Background: an optimization exercise with open tools, aiming at small area, a short achievable clock period and few clock cycles. Do not read the settings as production practice. Function was checked by simulation only, so behaviour that the tests miss may differ from the original.

## xenon
// bas
module bas(clock,reset,load, seed_x,seed_y,iterations,x,y,x_extreme,y_extreme,out_value,done );
    input clock,reset,load;
    input [8:0] seed_x,seed_y;
    input [8:0] iterations;
    input [15:0] x,y;
    output signed [15:0] x_extreme,y_extreme;
    output signed [39:0] out_value;
    output reg done;
    reg [15:0] x_curr, y_curr;           
    reg signed [13:0] step_x, step_y;    
    reg signed [13:0] step_nx, step_ny;  
    reg [17:0] dl1, dl2, dr1, dr2;       
    reg ql1, ql2, qr1, qr2;              
    reg [32:0] value_curr;               
    reg [8:0] dir_x, dir_y;              
    reg [12:0] sense;                    
    reg [8:0] remain;
    reg run;
    reg first;                           
    reg [15:0] x_best, y_best;
    reg [32:0] value_best;
    reg value_init;                      
    wire [32:0] al, bl, ar, br;
    beetle_left_antenna ol(dl1, dl2, ql1, ql2, al, bl);
    beetle_left_antenna or_(dr1, dr2, qr1, qr2, ar, br);
    wire go_right;
    beetle_compare cmp(al, bl, ar, br, go_right);
    wire [32:0] odour_l = al + bl;
    wire [32:0] odour_r = ar + br;
    wire [15:0] x_l = x_curr + {{2{step_x[13]}}, step_x};
    wire [15:0] y_l = y_curr + {{2{step_y[13]}}, step_y};
    wire [15:0] x_r = x_curr - {{2{step_x[13]}}, step_x};
    wire [15:0] y_r = y_curr - {{2{step_y[13]}}, step_y};
    wire [17:0] ell1, ell2, elr1, elr2, erl1, erl2, err1, err2;
    wire qll1, qll2, qlr1, qlr2, qrl1, qrl2, qrr1, qrr2;
    wire signed [13:0] first_x = {{5{dir_x[8]}}, dir_x} + {{2{dir_x[8]}}, dir_x, 3'b000} + {dir_x[8], dir_x, 4'b0000};
    wire signed [13:0] first_y = {{5{dir_y[8]}}, dir_y} + {{2{dir_y[8]}}, dir_y, 3'b000} + {dir_y[8], dir_y, 4'b0000};
    wire signed [13:0] next_x = first ? first_x : step_nx;
    wire signed [13:0] next_y = first ? first_y : step_ny;
    beetle_position #(0) pll(x_l, y_l, next_x, next_y, ell1, ell2, qll1, qll2);
  ...
==> flow/config.mk <==
export PLATFORM = sky130hd
export DESIGN_NAME = bas
export DESIGN_NICKNAME = bas
export VERILOG_FILES = /design/flow/design.v
export SDC_FILE = /design/flow/constraint.sdc
export NUM_CORES = 8
export LEC_CHECK = 0
export ABC_AREA = 1
export CAP_MARGIN = 20
export CORE_MARGIN = 2
export CORE_UTILIZATION = 45
export SLEW_MARGIN = 20
==> flow/constraint.sdc <==
create_clock -name core_clock -period 27.0 [get_ports {clock}]
set_input_delay 5.4000 -clock core_clock [delete_from_list [all_inputs] [get_ports {clock}]]
set_output_delay 5.4000 -clock core_clock [all_outputs]
set_load 0.01 [all_outputs]
standard.sh (not shown) runs the stock make flow with config.mk's settings and CLKGATE_MAP_FILE= SYNTH_SCRIPT=/design/flow/synth_recipe.tcl, a recipe that flattens the netlist after the stock synthesis.
==> flow/flow/run.sh <==
#!/bin/bash
# The standard layout, with timing repair aiming for 19.5 ns of setup slack
# at the design's clock period (over-fixing, as SETUP_SLACK_MARGIN does),
# on the worst 20% of endpoints, and sky130_fd_sc_hd__buf_4 cells as the port buffers.
set -euo pipefail
bash standard.sh SETUP_SLACK_MARGIN=19.5 TNS_END_PERCENT=20 "BUFFER_PORTS_ARGS=-buffer_cell sky130_fd_sc_hd__buf_4" finish > orfs_make.log 2>&1
xenon finished end to end and its layout was clean on timing, DRC and antenna.
Testbench counts of xenon, summed over its fixed seeds: cycles 49,176.
> inputs changed (xenon -> tundra)
==> flow/flow/run.sh <==
#!/bin/bash
# The standard layout, with timing repair aiming for 20 ns of setup slack
# at the design's clock period (over-fixing, as SETUP_SLACK_MARGIN does),
# on the worst 5% of endpoints, and sky130_fd_sc_hd__buf_4 cells as the port buffers.
set -euo pipefail
bash standard.sh SETUP_SLACK_MARGIN=20 TNS_END_PERCENT=5 "BUFFER_PORTS_ARGS=-buffer_cell sky130_fd_sc_hd__buf_4" finish > orfs_make.log 2>&1
==> notes.md <==
- tundra ends up with a global-route track usage on met1 that is 0.64 points higher than in xenon.
- In the flow results for xenon and tundra, the final critical-path required period is smaller on tundra.
- The lower portion of the clock cycle consumed by the worst path in the final layout of xenon and tundra is in tundra.
- tundra does better than xenon on setup slack after layout.
- xenon vs tundra, launching element of the worst setup path: dr2[5] vs load
- Changes observed in tundra relative to xenon: hold buffer count at cts did not really move; fmax picked up an extra 5.1%; cell count of the worst hold path neither gained nor lost much.
Setup changes, tundra to indigo
==> flow/flow/run.sh <==
#!/bin/bash
# The standard layout, with timing repair aiming for 21 ns of setup slack
# at the design's clock period (over-fixing, as SETUP_SLACK_MARGIN does),
# on the worst 20% of endpoints, and buf_4 cells as the port buffers.
set -euo pipefail
bash standard.sh SETUP_SLACK_MARGIN=21 TNS_END_PERCENT=20 "BUFFER_PORTS_ARGS=-buffer_cell sky130_fd_sc_hd__buf_4" finish > orfs_make.log 2>&1
==> notes.md <==
Compared with tundra, indigo shows area added between synthesis and finish higher by 4.8 points.
Re clock tree buffer count of the final layout: tundra was lower than indigo.

==> separate check: timing with driven ports <==
In the flow no input, the clock included, has a driving cell. The finished layouts below were timed again as built, in two steps. Step 1 sets driving cells, clkbuf_16 on the clock port and buf_2 on the other inputs (assumed; they add their load-dependent delay and slew). Step 2 moves the port delays by t, midway between the first and last clock arrival at a register: inputs arrive t later, outputs are due t later. That takes back most of the time a late clock gives input paths. Slacks: ideal / step 1 / step 2; pairs: ideal / step 1.
run | shift t [ns] | setup WS [ns] | worst setup path after step 2 | worst slew at a driven data input, ns
xenon | 0.702 | 19.668 / 19.668 / 19.092 | input to register | 0.06
tundra | 0.699 | 20.022 / 20.080 / 19.381 | input to register | 0.06
indigo | 0.697 | 20.167 / 20.167 / 19.730 | input to register | 0.06
After both steps every run listed still meets setup and hold. The setup slack of tundra, which loses most, moves by +0.058 ns with the drivers and by -0.641 ns with both steps.
